What follows belongs to an exercise in optimizing a design on an open flow for small area; a production flow would make more cautious choices.
Power figures rest on the tool's default switching activity, not on a simulated workload.

// Car_Simulator_Top
module Car_Simulator_Top (
    input CLK,
    input RST,  
    input KEY_1, KEY_2, KEY_3, KEY_4, KEY_5, KEY_6,
    input KEY_7, KEY_8, KEY_9, KEY_STAR, KEY_0, KEY_SHARP,
    input [7:0] DIP_SW,
    output SPI_SCK, SPI_AD, SPI_DIN, input SPI_DOUT,
    output [7:0] SEG_DATA, SEG_COM,
    output PIEZO,
    output [7:0] LED,
    output LCD_RS, LCD_RW, LCD_E, output [7:0] LCD_DATA,
    output [7:0] SEG_1_DATA,
    output SERVO_PWM,
    output [3:0] FC_RED, output [3:0] FC_GREEN, output [3:0] FC_BLUE,
    output [3:0] STEP_MOTOR
);
    function [23:0] add;         
        input [23:0] a, b;
        input ci;
        integer i;
        reg c;
        begin
            c = ci;
            for (i = 0; i < 24; i = i + 1) begin
                add[i] = a[i] ^ b[i] ^ c;
                c = (a[i] & b[i]) | (a[i] & c) | (b[i] & c);
            end
        end
    endfunction
    function ge;                 
        input [23:0] a, b;
        integer i;
        reg c;
        begin
            c = 1'b1;
            for (i = 0; i < 24; i = i + 1)
                c = (a[i] & ~b[i]) | (a[i] & c) | (~b[i] & c);
            ge = c;
        end
    endfunction
    function [15:0] l16; input [15:0] s; l16 = {s[14:0], ~(s[15] ^ s[14] ^ s[12] ^ s[3])}; endfunction
    function [13:0] l14; input [13:0] s; l14 = {s[12:0], ~(s[13] ^ s[4] ^ s[2] ^ s[0])}; endfunction
    function [10:0] l11; input [10:0] s; l11 = {s[9:0], ~(s[10] ^ s[8])}; endfunction
    function [7:0]  l8;  input [7:0] s;  l8  = {s[6:0], ~(s[7] ^ s[5] ^ s[4] ^ s[3])}; endfunction
    function [6:0]  l7;  input [6:0] s;  l7  = {s[5:0], ~(s[6] ^ s[5])}; endfunction
    reg  [7:0] speed;
    reg  [1:0] gear;             
    wire gP = (gear == 2'd0);
    wire gR = (gear == 2'd1);
    wire gN = (gear == 2'd2);
    wire gD = (gear == 2'd3);
    wire spd0 = (speed == 8'd0);
  ...
clock: 125.0 ns
lec_check: 0
abc_area: 1
cap_margin: 20
core_margin: 2
core_utilization: 40
slew_margin: 20
standard.sh (not shown) runs the stock make flow with config.mk's settings and CLKGATE_MAP_FILE= SYNTH_SCRIPT=/design/flow/synth_recipe.tcl, a recipe that flattens the netlist after the stock synthesis.
==> flow/flow/run.sh <==
#!/bin/bash
# Own layout flow: the standard synthesis, then the combinational logic is
# re-mapped with a stronger ABC script (every flip-flop of the standard synthesis
# is kept, with its name and cell), then the standard flow from floorplan to
# the final layout, with small port buffers and a clock tree without dummy loads.
set -euo pipefail
W=$PWD
P=${FLOW_PLATFORM:-sky130hd}
LIB=$FLOW_HOME/platforms/$P/lib/sky130_fd_sc_hd__tt_025C_1v80.lib
R=$W/orfs/results/$P/Car_Simulator_Top/base
L=$W/orfs/logs/$P/Car_Simulator_Top/base

# 1. standard synthesis
bash standard.sh synth > $W/log_1_standard_synth.log 2>&1
cp $R/1_2_yosys.v $W/synth_standard.v

# 2. combinational cell models from the liberty file
yosys -q -l $W/log_2_cells.log -p "read_liberty -ignore_miss_func $LIB; write_verilog -noattr $W/allcells.v" > /dev/null 2>&1
python3 $W/flow/comb_cells.py $W/allcells.v $W/comb_cells.v > $W/log_3_comb_cells.log 2>&1

# 3. re-map (same don't-use cells as the standard synthesis)
DU=$(grep -o "abc -script.*" $L/1_2_yosys.log | head -1 | grep -o -- "-dont_use [^ ]*" | tr '\n' ' ' || true)
sed -e "s|{LIB}|$LIB|g" -e "s|{IN}|$W/synth_standard.v|" -e "s|{TOP}|$FLOW_TOP|" \
    -e "s|{CELLS}|$W/comb_cells.v|" -e "s|{ABC}|$W/flow/area.abc|" -e "s|{DONTUSE}|$DU|" \
    -e "s|{STAT}|$W/synth_remap_stat.txt|" -e "s|{OUT}|$W/synth_remap.v|" $W/flow/remap.ys > $W/remap.ys
yosys -l $W/log_4_remap.log -s $W/remap.ys > /dev/null 2>&1
cp $W/synth_remap.v $R/1_2_yosys.v
rm -f $R/1_synth.odb $R/1_synth.sdc

# 4. standard flow from the re-mapped netlist
export BUFFER_PORTS_ARGS="-buffer_cell sky130_fd_sc_hd__buf_1"
export CTS_ARGS="-sink_clustering_enable -repair_clock_nets -dont_use_dummy_load -buf_list sky130_fd_sc_hd__clkbuf_8 -sink_clustering_size 16 -sink_clustering_max_diameter 60"
bash standard.sh finish > $W/log_5_standard_flow.log 2>&1
Other scripts of this flow, unchanged in this note and not shown: flow/flow/area.abc, flow/flow/comb_cells.py, flow/flow/remap.ys
Edit:
--- a/flow/flow/run.sh
+++ b/flow/flow/run.sh
@@ -31,3 +31,3 @@
 export BUFFER_PORTS_ARGS="-buffer_cell sky130_fd_sc_hd__buf_1"
-export CTS_ARGS="-sink_clustering_enable -repair_clock_nets -dont_use_dummy_load -buf_list sky130_fd_sc_hd__clkbuf_8 -sink_clustering_size 16 -sink_clustering_max_diameter 60"
+export CTS_ARGS="-sink_clustering_enable -repair_clock_nets -dont_use_dummy_load -buf_list sky130_fd_sc_hd__clkbuf_16 -sink_clustering_size 30 -sink_clustering_max_diameter 100"
 bash standard.sh finish > $W/log_5_standard_flow.log 2>&1
Outcome:
- The changed run completed without violations
- worst setup slack degrades by 0.037 ns
- non-clock buffer count is unchanged
- core utilization stays flat
- global-route usage went down by 0.23 points
- design area barely changes
- power barely changes
- die area is unchanged
- sequential power hardly moves
- area after synthesis does not change
- clock skew falls by 0.010 ns
No functional check of the RTL was part of any run of this note.

-- separate check: timing with driven ports --
No port has a modelled driver above. Below, the same layouts with a new extraction and two added sets of constraints.
Step 1 sets driving cells, clkbuf_16 on the clock port and buf_2 on the other inputs (assumed; they add their load-dependent delay and slew).
Step 2 times the ports against the registers' clock, not the clock port: input delays grow and output delays shrink by t, the midpoint of the rising clock arrivals with the driver on.
a / b / c = ideal ports / drivers / drivers and shift; a / b = the first two.
| run | t (ns) | slack for setup (ns) | pins driven straight from the clock port |
|---|---|---|---|
| the first run | 0.650 | 70.271 / 70.245 / 70.245 | 1 |
| the second run | 0.595 | 70.234 / 70.209 / 70.209 | 1 |
After both steps every run listed still meets setup and hold. For the first run, which loses most, drivers alone change the setup slack by -0.026 ns; drivers and shift together by -0.026 ns.
